Background: an optimization exercise with open tools, aiming at small area, a short achievable clock period and few clock cycles per item. Do not read the settings as production practice. Only simulation tests tie the RTL to the original design; equivalence was not proved. Power is estimated from default activity; no workload was simulated.

### design/flow/config.mk
export PLATFORM = sky130hd
export DESIGN_NAME = fpadd
export DESIGN_NICKNAME = fpadd
export VERILOG_FILES = /design/flow/design.v
export SDC_FILE = /design/flow/constraint.sdc
export NUM_CORES = 4
export LEC_CHECK = 0
export CAP_MARGIN = 20
export CORE_MARGIN = 2
export CORE_UTILIZATION = 40
export SLEW_MARGIN = 20
### design/flow/constraint.sdc
create_clock -name core_clock -period 13.0 [get_ports {clk}]
set_input_delay 2.6000 -clock core_clock [delete_from_list [all_inputs] [get_ports {clk}]]
set_output_delay 2.6000 -clock core_clock [all_outputs]
set_load 0.01 [all_outputs]
### design/flow/design.v
module fpadd (
    clk, reset, start,
    a, b,
    sum,
    done,
    nan
);
    input clk, reset, start;
    input [31:0] a, b;
    output [31:0] sum;
    output done;
    output nan;
    wire       sa = a[31], sb = b[31];
    wire [7:0] ea = a[30:23], eb = b[30:23];
    wire [22:0] fa = a[22:0], fb = b[22:0];
    wire fa_z = (fa == 23'd0);
    wire fb_z = (fb == 23'd0);
    wire ea_0 = (ea == 8'd0), eb_0 = (eb == 8'd0);
    wire ea_1 = (ea == 8'hff), eb_1 = (eb == 8'hff);
    wire za = ea_0 & fa_z, zb = eb_0 & fb_z;    
    wire ia = ea_1 & fa_z, ib = eb_1 & fb_z;    
    wire na = ea_1 & ~fa_z, nb = eb_1 & ~fb_z;  
    wire is_nan = na | nb;
    wire special = za | zb | ia | ib;
    wire pick_b = za | (~zb & ~ia);
    wire a_lt_b = (a[30:0] < b[30:0]);
    wire swap = special ? pick_b : a_lt_b;
    wire [7:0] dab = ea - eb;
    wire [7:0] dba = eb - ea;
    wire [7:0] d = a_lt_b ? dba : dab;
    wire [23:0] mx = swap ? {1'b1, fb} : {1'b1, fa};
    wire [23:0] my = swap ? {1'b1, fa} : {1'b1, fb};
    wire [7:0]  ex = swap ? eb : ea;
    wire        sx = swap ? sb : sa;
    wire        sub = sa ^ sb;
    wire kill = special | (d[7:5] != 3'd0);
    wire [23:0] ys = kill ? 24'd0 : (my >> d[4:0]);
    wire [24:0] r = sub ? ({1'b0, mx} - {1'b0, ys}) : ({1'b0, mx} + {1'b0, ys});
    reg [24:0] r_q;
    reg [7:0]  e_q;      
    reg        s_q;
    reg        nan_q;
    reg        done_q;
    always @(posedge clk) begin
        if (start) begin
            r_q   <= r;
            e_q   <= ex + 8'd1;
            s_q   <= sx;
            nan_q <= is_nan;
        end
        if (reset)
            done_q <= 1'b0;
        else if (start)
            done_q <= 1'b1;
    end
    reg [4:0] k;
    integer i;
    always @(*) begin
        k = 5'd25;
        for (i = 0; i < 25; i = i + 1)
            if (r_q[i]) k = 5'd24 - i;
    end
    wire        zero = (r_q == 25'd0) | nan_q;
    wire [24:0] rn = r_q << k;
    wire [7:0]  en = e_q - {3'd0, k};
    assign sum  = zero ? 32'd0 : {s_q, en, rn[23:1]};
    assign nan  = nan_q;
    assign done = done_q;
endmodule
### design/flow/run.sh
#!/bin/bash
# synth_recipe.tcl (not shown) runs the flow's synth.tcl, then flattens the netlist and writes it again
# the make line also repeats each setting of config.mk as NAME=value (left out here)
make -C /OpenROAD-flow-scripts/flow DESIGN_CONFIG=/design/flow/config.mk WORK_HOME=/design/flow/orfs CLKGATE_MAP_FILE= SYNTH_SCRIPT=/design/flow/synth_recipe.tcl finish
==> out/metrics.cfg, run 1 <==
[synth]
synth.distinct_cells = 81
syn_inst = 1127
yosys_most_used_dff = edfxtp_1
ys_warn_count = 1
netlist_top_cells_area = mux2i_1 (13%), edfxtp_1 (12%), ha_1 (10%), a21oi_1 (5.2%), a211oi_1 (4.7%)
yosysSeqAreaShare = 0.1267
synth_top_area_frac = 0.1279
yosys_register_bits = 36
avgSynthCellArea_um2 = 7.502
synth_edf_count = 35
syn-num-nets = 1266
syn_area_um2 = 8454
async_flop_share = 0
yosysTopAreaCell = mux2i_1

[cells_and_area]
final_cell_area_um2 = 9773
drive_gt1_frac = 0.05966
final_cell_mix = mux2i_1 (108), nand2_1 (102), nor2_1 (102)
final_cells = 1465
final_nets = 1328
final_common_cell = mux2i_1
num_antenna_cells = 0
utilization = 0.4679
area_growth_pct = 15.60
fillCellCount = 2148

[sta]
hold_viol = 0
worst_slew_pin_slew_ns = 1.015
slew_headroom = 0.3219
skew_ns = 0
fin_crit_ns = 11.46
rsz0062_at_grt = no
finalCritPeriodShare = 0.8813
finalSetupViolations = 0
tns_ns = 0
slew_viol_final = 0
clock.fmax_mhz = 87.28

[power]
power_leakage_nw = 4.103
p_per_area_nw_per_um2 = 194.9
ir_drop_mv = 0.06216

[floorplan]
die_y_um = 149.4
row_count = 53
io_pins = 101
die_area_um2 = 22310
die_w_um = 149.4
coreArea_um2 = 20890
initial_core_util = 0.4047

[setup_path]
critPathMaxStageDelay_ns = 0.77
worst-setup-path-type = in2reg
start_kind = primary input
cpLargestDelayFamily = compound AO/OA/AOI/OAI gates
crit_buf_inv = 2
cp_max_fo = 25
worst_path_max_delay_cell = a21o_1
cp-end-kind = flop
arrival_ns = 11.57
cp_data_required_time_ns = 13.11
crit_path_frequent_cell = a21o_1

[clock_tree]
clk_pin_slew_ns = 0.06
clock_sinks = 36
clk_path_buf_depth = 2
cts_tree = done
htreeDepth = 2
cts_hold_buf = 0
clock_latency_ns = 0.28
post_cts.repair.setup_buffers = 0
clockRootBuffer = clkbuf_16
cts_buffers = 5
ctsResizeCount = 0

[drt]
vias = 8931
routedWlPerCell_um = 20.44
via_per_inst = 6.096
wl_um = 29950
firstDrtPassIters = 8
drc = 0
drt_iter0_drc = 849
ant_nets = 0

[place]
gp_congestion = 0.9491
io_buffers = 100
post-dp-hpwl_um = 24880
place_area_um2 = 9633
dp.cells = 1457

[global_route]
grt_pass1_vias = 8249
overflow = 0
grt_use_total = 0.2684
antenna_found_initial = 0
grt_max_degree = 39
grt_pass1_wl_um = 47030

[outcome]
status = timing/DRC/antenna clean

[worst_hold_path]
hold_class = reg2reg

[run]
drv_cap = 0

==> final timing paths <==
path	startpoint	endpoint	slack, ns	depth (start not counted)
worst max register to register	done_q$_SDFFE_PP0P_	done_q$_SDFFE_PP0P_	12.45	2
worst min register to register	done_q$_SDFFE_PP0P_	done_q$_SDFFE_PP0P_	0.48	2
worst max-delay path	a[29]	r_q[24]$_DFFE_PP_	1.54	32
worst min-delay path	done_q$_SDFFE_PP0P_	done_q$_SDFFE_PP0P_	0.48	2
==> flip-flops by register name (all words and copies together), names as in the netlist <==
signal / cells
nan_q: 1
s_q: 1
done_q: 1
r_q: 25
e_q: 8
==> power breakdown <==
| part | internal [mW] | switching, mW | leakage, nW | total (mW) |
|---|---|---|---|---|
| clock | 0.0702 | 0.0418 | 0.0645 | 0.112 |
| combinational | 0.652 | 0.867 | 3.69 | 1.52 |
| sequential | 0.208 | 0.0656 | 0.350 | 0.274 |
==> synthesized netlist by cell type, types with 5 or more instances <==
cell type,number
a21oi_1,88
nand2b_1,19
a221oi_1,8
o21a_1,10
nor4_1,20
and3_1,10
nor2_1,102
xnor2_1,30
clkbuf_1,31
xor2_1,23
o2111ai_1,5
o21ai_0,62
nand2_1,102
inv_1,65
mux2i_1,108
mux2_2,8
or2_2,8
nor2b_1,10
edfxtp_1,35
nor3_1,32
a31oi_1,8
o31ai_1,11
buf_6,5
mux4_2,6
o22ai_1,9
or3_1,5
a2111oi_0,5
o211ai_1,6
a21o_1,27
buf_2,10
a22oi_1,7
ha_1,68
buf_4,9
a211oi_1,53
and2_1,10
nand3_1,19
nand4_1,11
o21bai_1,6
buf_1,5
==> cell families (layout without fill, tap and decap cells) <==
kind of cell,after synthesis,in the layout,synth area share
AO/OA/AOI/OAI,350,350,0.2759
AND/OR/NAND/NOR,364,364,0.2088
buffers and inverters,129,192,0.06719
multiplexers,122,122,0.1545
flip-flops,36,36,0.1267
adder cells (fa/ha/maj),72,72,0.1101
XOR/XNOR,54,54,0.05683
==> metrics by stage <==
step | hold slack (ns) | power [mW] | setup WS [ns]
2_1_floorplan | 0.5028 | 1.321 | 3.631
3_5_place_dp | 0.4685 | 1.773 | 1.405
4_1_cts | 0.4858 | 1.893 | 1.691
3_3_place_gp | 0.4508 | 1.771 | 1.537
5_1_grt | 0.5691 | 2.069 | 0.8633
6_report | 0.4817 | 1.905 | 1.543
==> per-layer routing <==
layer | up-vias | track usage | share of wire | wire [um]
met5 | - | 0 | 0 | 0
met4 | 0 | 0.08762 | 0.032 | 948
met3 | 48 | 0.01988 | 0.064 | 1916
met2 | 352 | 0.4367 | 0.45 | 13550
met1 | 4190 | 0.3765 | 0.45 | 13530
li1 | 4341 | - | - | -
==> cell type report <==
| type | count | area [um^2] | area share |
|---|---|---|---|
| Multi-Input combinational cell | 962 | 6845 | 0.7004 |
| Timing Repair Buffer | 115 | 1114 | 0.1139 |
| Sequential cell | 36 | 1071 | 0.1096 |
| Tap cell | 275 | 344.1 | 0.03521 |
| Inverter | 69 | 259.0 | 0.02650 |
| Clock buffer | 6 | 128.9 | 0.01319 |
| Clock inverter | 2 | 11.26 | 0.001152 |
==> tightest hold or removal path, stage by stage (launching register included) <==
cell     delay (ns)
dfxtp_1        0.33
nor2_1         0.05
nor2_1         0.06
Testbench counts, summed over its fixed seeds: cycles 48,000, items 24,000.
==> run 2, diff against run 1 <==
--- a/design/flow/config.mk
+++ b/design/flow/config.mk
@@ -7,5 +7,7 @@
 export LEC_CHECK = 0
+export ABC_AREA = 1
 export CAP_MARGIN = 20
 export CORE_MARGIN = 2
-export CORE_UTILIZATION = 40
+export CORE_UTILIZATION = 60
+export SETUP_SLACK_MARGIN = 4
 export SLEW_MARGIN = 20
==> run 2 against run 1 <==
Effect of this change:
- still clean on timing, DRC and antenna
- clock skew did not move
- final cell count rose by 14%
- maximum frequency up 32%
- wire length fell by 9.9%
- global-route usage grew 8.8 points
- critical path depth grew 14
- area after synthesis is 2.6% lower
- largest power group unchanged
==> out/metrics.cfg, run 2 <==
[floorplan]
die_y_um = 121.2  ; -19%
die_area_um2 = 14680  ; -34%
io_pins = 101  ; unchanged
initial_core_util = 0.6170  ; +0.2123
coreArea_um2 = 13350  ; -36%
row_count = 42  ; -21%
die_w_um = 121.2  ; -19%

[clock_tree]
clock_sinks = 36  ; unchanged
cts_tree = done
htreeDepth = 2  ; unchanged
clock_latency_ns = 0.29  ; about the same
clk_pin_slew_ns = 0.06  ; about the same
clockRootBuffer = clkbuf_16
cts_hold_buf = 0  ; unchanged
clk_path_buf_depth = 2  ; unchanged
cts_buffers = 5  ; unchanged

[synth]
synth_edf_count = 35  ; unchanged
ys_warn_count = 1  ; unchanged
yosysSeqAreaShare = 0.1301  ; +0.003368
avgSynthCellArea_um2 = 5.795  ; -23%
synthTopCellsByCount = nand2_1 (389), nand3_1 (288), inv_1 (166), nor2_1 (90), o21ai_0 (76)
netlist_top_cells_area = nand2_1 (18%), nand3_1 (18%), edfxtp_1 (13%), ha_1 (10%), inv_1 (7.6%)
syn-num-nets = 1560  ; +23%
syn_area_um2 = 8235  ; -2.6%
yosysMostFrequentCell = nand2_1
synth_top_area_frac = 0.1773  ; +0.04943
synth.distinct_cells = 51  ; -37%
yosys_most_used_dff = edfxtp_1
yosys_register_bits = 36  ; unchanged
syn_inst = 1421  ; +26%
yosysTopAreaCell = nand2_1
async_flop_share = 0  ; unchanged

[sta]
worst_slew_pin_slew_ns = 0.8393  ; -0.1761 ns
tns_ns = 0  ; unchanged
fin_crit_ns = 8.659  ; -2.799 ns
finalSetupViolations = 0  ; unchanged
slew_viol_final = 0  ; unchanged
slew_headroom = 0.4384  ; +0.1165
finalCritPeriodShare = 0.6661  ; -0.2153
clock.fmax_mhz = 115.5  ; +32%
skew_ns = 0  ; unchanged
rsz0062_at_grt = no
hold_viol = 0  ; unchanged

[global_route]
busiest_layer = met2
grt_max_degree = 45  ; +15%
overflow = 0  ; unchanged
grt_pass1_wl_um = 42360  ; -9.9%
grtUsageMet3 = 0.05545  ; +0.03557
grt_pass1_vias = 8892  ; +7.8%
grtUsageMet2 = 0.5934  ; +0.1567
grt_use_met1 = 0.4596  ; +0.08308
grt_use_total = 0.3559  ; +0.08752
antenna_found_initial = 0  ; unchanged

[setup_path]
arrival_ns = 8.70  ; -2.87 ns
start_kind = primary input
cp_data_required_time_ns = 13.04  ; -0.07 ns
r2r_start = done_q$_SDFFE_PP0P_
cp_max_fo = 7  ; -72%
r2r-end = done_q$_SDFFE_PP0P_
critPathMaxStageDelay_ns = 0.65  ; -0.12 ns
cp-end-kind = flop
worst-setup-path-type = in2reg
worst_path_max_delay_cell = nor2_1
r2r_slack_ns = 12.45  ; about the same
ff2ff_path_depth = 2  ; unchanged

[cells_and_area]
final_cell_mix = nand2_1 (386), nand3_1 (288), inv_1 (164)
max_flop_register = r_q
final_cells = 1671  ; +14%
drive_gt1_frac = 0.06957  ; +0.009901
reg_top3 = r_q (25), e_q (8)
final_common_cell = nand2_1
largest_register_ffs = 25  ; unchanged
fillCellCount = 1247  ; -42%
final_nets = 1634  ; +23%
num_antenna_cells = 0  ; unchanged
final_cell_area_um2 = 9648  ; -1.3%
area_growth_pct = 17.15

[drt]
vias = 9967  ; +12%
drc = 0  ; unchanged
firstDrtPassIters = 6  ; -2
via_per_inst = 5.965  ; -2.2%
ant_nets = 0  ; unchanged
wl_um = 26970  ; -9.9%
routedWlPerCell_um = 16.14  ; -21%
drt_iter0_drc = 1293  ; +52%

[power]
power_leakage_nw = 4.802  ; +17%
p_per_area_nw_per_um2 = 206.8  ; +6.1%
ir_drop_mv = 0.1157  ; +86%

[place]
place_area_um2 = 9220  ; -4.3%
dp.cells = 1650  ; +13%
post-dp-hpwl_um = 20860  ; -16%
io_buffers = 100  ; unchanged
gp_congestion = 0.9635  ; +1.5%

[worst_hold_path]
hold_class = reg2reg
hold_end = done_q$_SDFFE_PP0P_
worstHoldStart = done_q$_SDFFE_PP0P_
hold_path_depth = 2  ; unchanged

[outcome]
status = timing/DRC/antenna clean

[run]
drv_cap = 0  ; unchanged

run 2: per-layer routing:
metal  vias up  wire, um
met3        90      2289
met2       494     12620
met4         0      1162
met5         -         0
met1      4516     10890
li1       4867         -
run 2: report_power, final:
part / leakage (nW) / internal, mW / switching, mW
registers: 0.350 / 0.217 / 0.0305
logic: 4.39 / 0.620 / 1.01
clock network: 0.0648 / 0.0687 / 0.0487
total: 4.80 / 0.905 / 1.09
run 2: repair_timing:
action / in CTS / in global routing
setup buffers: 0 / 6
gates cloned: 4 / 4
pin swaps: 1 / 10
hold endpoints to repair: 0 / 0
resized for setup: 6 / 37
setup endpoints to repair: 4 / 7
run 2: logic make-up (layout without fill, tap and decap cells):
logic type      count (synthesis)  count (layout)  share of synthesized area
compound gates                172             172                     0.1156
xor+xnor                       58              58                    0.06168
fa+ha+maj                      72              72                     0.1130
buf+inv                       232             299                     0.1164
flops                          36              36                     0.1301
simple gates                  851             858                     0.4632
run 2: per-stage QoR:
| stage | worst slack (ns) | hold slack, ns | utilization | total power, mW |
|---|---|---|---|---|
| floorplan | 5.338 | 0.5028 | - | 1.364 |
| global placement | 3.805 | 0.4483 | 0.6908 | 1.766 |
| detailed placement | 3.488 | 0.4711 | 0.6908 | 1.800 |
| CTS | 4.047 | 0.4798 | 0.7053 | 1.931 |
| global route | 3.958 | 0.5362 | 0.7228 | 2.179 |
| finish | 4.341 | 0.4778 | 0.7228 | 1.995 |
run 2: final cells by class:
type	instances	area [um^2]	share of cell area
Clock inverter	2	7.507	0.0007781
Timing Repair Buffer	112	1125	0.1166
Clock buffer	5	125.1	0.01297
Tap cell	176	220.2	0.02282
Multi-Input combinational cell	1160	6404	0.6637
Timing Repair inverter	1	5.005	0.0005187
Sequential cell	36	1071	0.1110
Inverter	179	690.7	0.07159
run 2: how the worst max path moves through the flow:
stage / from / end / slack (ns) / depth (start not counted)
6_report: a[16] / r_q[23]$_DFFE_PP_ / 4.34 / 46
3_3_place_gp: a[23] / r_q[24]$_DFFE_PP_ / 3.80 / 39
3_5_place_dp: a[27] / r_q[23]$_DFFE_PP_ / 3.49 / 49
5_1_grt: a[23] / r_q[23]$_DFFE_PP_ / 3.96 / 49
2_1_floorplan: a[28] / r_q[23]$_DFFE_PP_ / 5.34 / 53
4_1_cts: a[27] / r_q[23]$_DFFE_PP_ / 4.05 / 46
run 2: worst max-delay path, delay by kind of cell:
| family | cells | cell delay (ns) |
|---|---|---|
| xor+xnor | 1 | 0.16 |
| simple gates | 33 | 3.92 |
| buf+inv | 5 | 0.89 |
| fa+ha+maj | 2 | 0.48 |
| compound gates | 5 | 0.63 |
==> run 3, diff against run 2 <==
--- a/design/flow/config.mk
+++ b/design/flow/config.mk
@@ -11,3 +11,2 @@
 export CORE_UTILIZATION = 60
-export SETUP_SLACK_MARGIN = 4
 export SLEW_MARGIN = 20
==> run 3 against run 2 <==
Effect of this change:
- still clean
- global-route usage fell by 0.57 points
- via count fell by 2.0%
- clock skew unchanged
- die area stayed put
- critical endpoint unchanged
- largest cell class unchanged
==> out/metrics.cfg, run 3 <==
[outcome]
status = timing/DRC/antenna clean

[synth]
yosysSeqAreaShare = 0.1301  ; unchanged
syn-num-nets = 1560  ; unchanged
yosys_most_used_dff = edfxtp_1
synthTopCellsByCount = nand2_1 (389), nand3_1 (288), inv_1 (166), nor2_1 (90), o21ai_0 (76)
ys_warn_count = 1  ; unchanged
yosysTopAreaCell = nand2_1
yosysMostFrequentCell = nand2_1
synth_top_area_frac = 0.1773  ; unchanged
synth.distinct_cells = 51  ; unchanged
async_flop_share = 0  ; unchanged
syn_inst = 1421  ; unchanged
syn_area_um2 = 8235  ; unchanged
avgSynthCellArea_um2 = 5.795  ; unchanged
netlist_top_cells_area = nand2_1 (18%), nand3_1 (18%), edfxtp_1 (13%), ha_1 (10%), inv_1 (7.6%)
yosys_register_bits = 36  ; unchanged
synth_edf_count = 35  ; unchanged

[clock_tree]
clock_latency_ns = 0.28  ; about the same
clock_sinks = 36  ; unchanged
clockRootBuffer = clkbuf_16
htreeDepth = 2  ; unchanged
post_cts.repair.setup_buffers = 0  ; unchanged
clk_pin_slew_ns = 0.06  ; about the same
cts_tree = done
clk_path_buf_depth = 2  ; unchanged
cts_hold_buf = 0  ; unchanged
cts_buffers = 5  ; unchanged
ctsResizeCount = 0  ; -6

[floorplan]
row_count = 42  ; unchanged
io_pins = 101  ; unchanged
die_area_um2 = 14680  ; unchanged
die_w_um = 121.2  ; unchanged
coreArea_um2 = 13350  ; unchanged
die_y_um = 121.2  ; unchanged
initial_core_util = 0.6170  ; unchanged

[power]
p_int_uw = 880.8  ; -2.7%
ir_drop_mv = 0.1230  ; +6.3%
p_per_area_nw_per_um2 = 207.8  ; +0.51%
power_leakage_nw = 4.700  ; -2.1%
power.total_mw = 1.944  ; -2.6%
power_switching_mw = 1.063  ; -2.5%
combPwrFrac = 0.813  ; -0.004
p_seq_frac = 0.127  ; +0.003
swShare = 0.5469  ; about the same
pwr-share-clk = 0.060  ; about the same

[setup_path]
cp_data_required_time_ns = 13.04  ; about the same
r2r_slack_ns = 12.45  ; about the same
crit_path_frequent_cell = nand2_1
r2r_start = done_q$_SDFFE_PP0P_
critPathMaxStageDelay_ns = 0.56  ; -0.09 ns
cp-end-kind = flop
arrival_ns = 9.43  ; +0.73 ns
r2r-end = done_q$_SDFFE_PP0P_
start_kind = primary input
ff2ff_path_depth = 2  ; unchanged
worst_path_max_delay_cell = clkdlybuf4s50_1
worst-setup-path-type = in2reg
cp_max_fo = 89  ; +82

[sta]
rsz0062_at_grt = no
tns_ns = 0  ; unchanged
clock.fmax_mhz = 106.5  ; -7.8%
skew_ns = 0  ; unchanged
slew_viol_final = 0  ; unchanged
slew_headroom = 0.4529  ; +0.01448
fin_crit_ns = 9.391  ; +0.7325 ns
finalSetupViolations = 0  ; unchanged
hold_viol = 0  ; unchanged
finalCritPeriodShare = 0.7224  ; +0.05635
worst_slew_pin_slew_ns = 0.8177  ; -0.02164 ns

[cells_and_area]
reg_top3 = r_q (25), e_q (8)
num_antenna_cells = 0  ; unchanged
largest_register_ffs = 25  ; unchanged
area_growth_pct = 13.57
drive_gt1_frac = 0.04794  ; -0.02162
max_flop_register = r_q
final_cell_mix = nand2_1 (389), nand3_1 (288), inv_1 (166)
final_nets = 1620  ; -0.86%
utilization = 0.7007  ; -0.02212
final_common_cell = nand2_1
final_cells = 1657  ; -0.84%

[drt]
vias = 9769  ; -2.0%
routedWlPerCell_um = 15.56  ; -3.6%
via_per_inst = 5.896  ; -1.2%
ant_nets = 0  ; unchanged
drc = 0  ; unchanged
firstDrtPassIters = 9  ; +3
drt_iter0_drc = 1177  ; -9.0%
wl_um = 25780  ; -4.4%

[place]
dp.cells = 1650  ; unchanged
io_buffers = 100  ; unchanged
gp_congestion = 0.9635  ; unchanged
post-dp-hpwl_um = 20860  ; unchanged

[global_route]
grt_max_degree = 90  ; +100%
grt_pass1_wl_um = 41860  ; -1.2%
overflow = 0  ; unchanged
grt_use_total = 0.3502  ; -0.005663
grt_pass1_vias = 8782  ; -1.2%
antenna_found_initial = 0  ; unchanged

[worst_hold_path]
hold_end = done_q$_SDFFE_PP0P_
worstHoldStart = done_q$_SDFFE_PP0P_
hold_path_depth = 2  ; unchanged
hold_class = reg2reg

[run]
drv_cap = 0  ; unchanged

## run 3: cell counts after synthesis
No cell type changed its count.
## run 3: routing by layer
layer,GRT usage,up-vias,wire length [um]
li1,-,4837,-
met1,0.4619,4475,10960
met2,0.5952,398,12300
met3,0.04323,59,1747
met4,0.1121,0,777
met5,0,-,0
## run 3: power groups by stage
stage / Sequential [mW] / Combinational, mW / Clock, mW
finish: 0.247 / 1.58 / 0.117
global route: 0.252 / 1.75 / 0.123
CTS: 0.246 / 1.56 / 0.117
detailed placement: 0.248 / 1.55 / 0
global placement: 0.246 / 1.52 / 0
floorplan: 0.238 / 1.13 / 0
## run 3: cells by family (layout without fill, tap and decap cells)
family / Yosys count / in the layout / share of synthesized area
buf+inv: 232 / 292 / 0.1164
simple gates: 851 / 851 / 0.4632
xor+xnor: 58 / 58 / 0.06168
flops: 36 / 36 / 0.1301
compound gates: 172 / 172 / 0.1156
fa+ha+maj: 72 / 72 / 0.1130
## run 3: worst max-delay path by stage
stage	startpoint	to	slack, ns	depth (start not counted)
after detailed placement	a[27]	r_q[23]$_DFFE_PP_	3.49	49
after floorplan	a[28]	r_q[23]$_DFFE_PP_	5.34	53
after CTS	a[27]	r_q[23]$_DFFE_PP_	3.74	49
final	a[27]	r_q[23]$_DFFE_PP_	3.61	49
after global placement	a[23]	r_q[24]$_DFFE_PP_	3.80	39
after global routing	a[27]	r_q[23]$_DFFE_PP_	3.04	49
## run 3: area by class of cell
type                    instances  area (um^2)
multi-input cells            1153         6211
repair buffers                106         1046
fillers                      1292         3995
clock buffers                   5        125.1
clock inverters                 2        7.507
flip-flops and latches         36         1071
well taps                     176        220.2
inverters                     179        671.9
## run 3: critical path, delay by kind of cell
kind | cells | cell delay, ns
AND/OR/NAND/NOR | 36 | 4.14
XOR/XNOR | 1 | 0.16
AO/OA/AOI/OAI | 4 | 0.69
buffers and inverters | 5 | 0.84
adder cells (fa/ha/maj) | 3 | 0.95
## run 3: metrics by stage
step	area (um^2)	hold WS (ns)	setup WS, ns
2_1_floorplan	8235	0.5028	5.338
3_3_place_gp	9220	0.4483	3.805
3_5_place_dp	9220	0.4711	3.488
4_1_cts	9353	0.4798	3.744
5_1_grt	9353	0.5361	3.043
6_report	9353	0.4770	3.609

separate check: timing with driven ports:
The flow's constraints put no driver on any port. The routed layouts listed below were extracted and timed again, unchanged, in two steps.
Step 1, drivers: a clkbuf_16 drives clk and a buf_2 each remaining input, both assumed.
Step 2, shift: input delay + t, output delay - t, t = (earliest + latest rising clock arrival at the registers) / 2. This alone moves slack from input paths to output paths.
a / b / c = ideal / step 1 / step 2; a / b = the first two.
| run | shift t [ns] | setup WS [ns] | worst setup path after step 2 | slew at the worst register clock pin (ns) | worst slew at a driven data input, ns |
|---|---|---|---|---|---|
| run 1 | 0.315 | 1.543 / 1.554 / 1.239 | input to register | 0.06 / 0.06 | 0.07 |
| run 2 | 0.323 | 4.341 / 4.352 / 4.030 | input to register | 0.06 / 0.06 | 0.05 |
| run 3 | 0.324 | 3.609 / 3.624 / 3.300 | input to register | 0.06 / 0.06 | 0.05 |
After both steps every run listed still meets setup and hold. The setup slack of run 2, which loses most, moves by +0.011 ns with the drivers and by -0.311 ns with both steps.
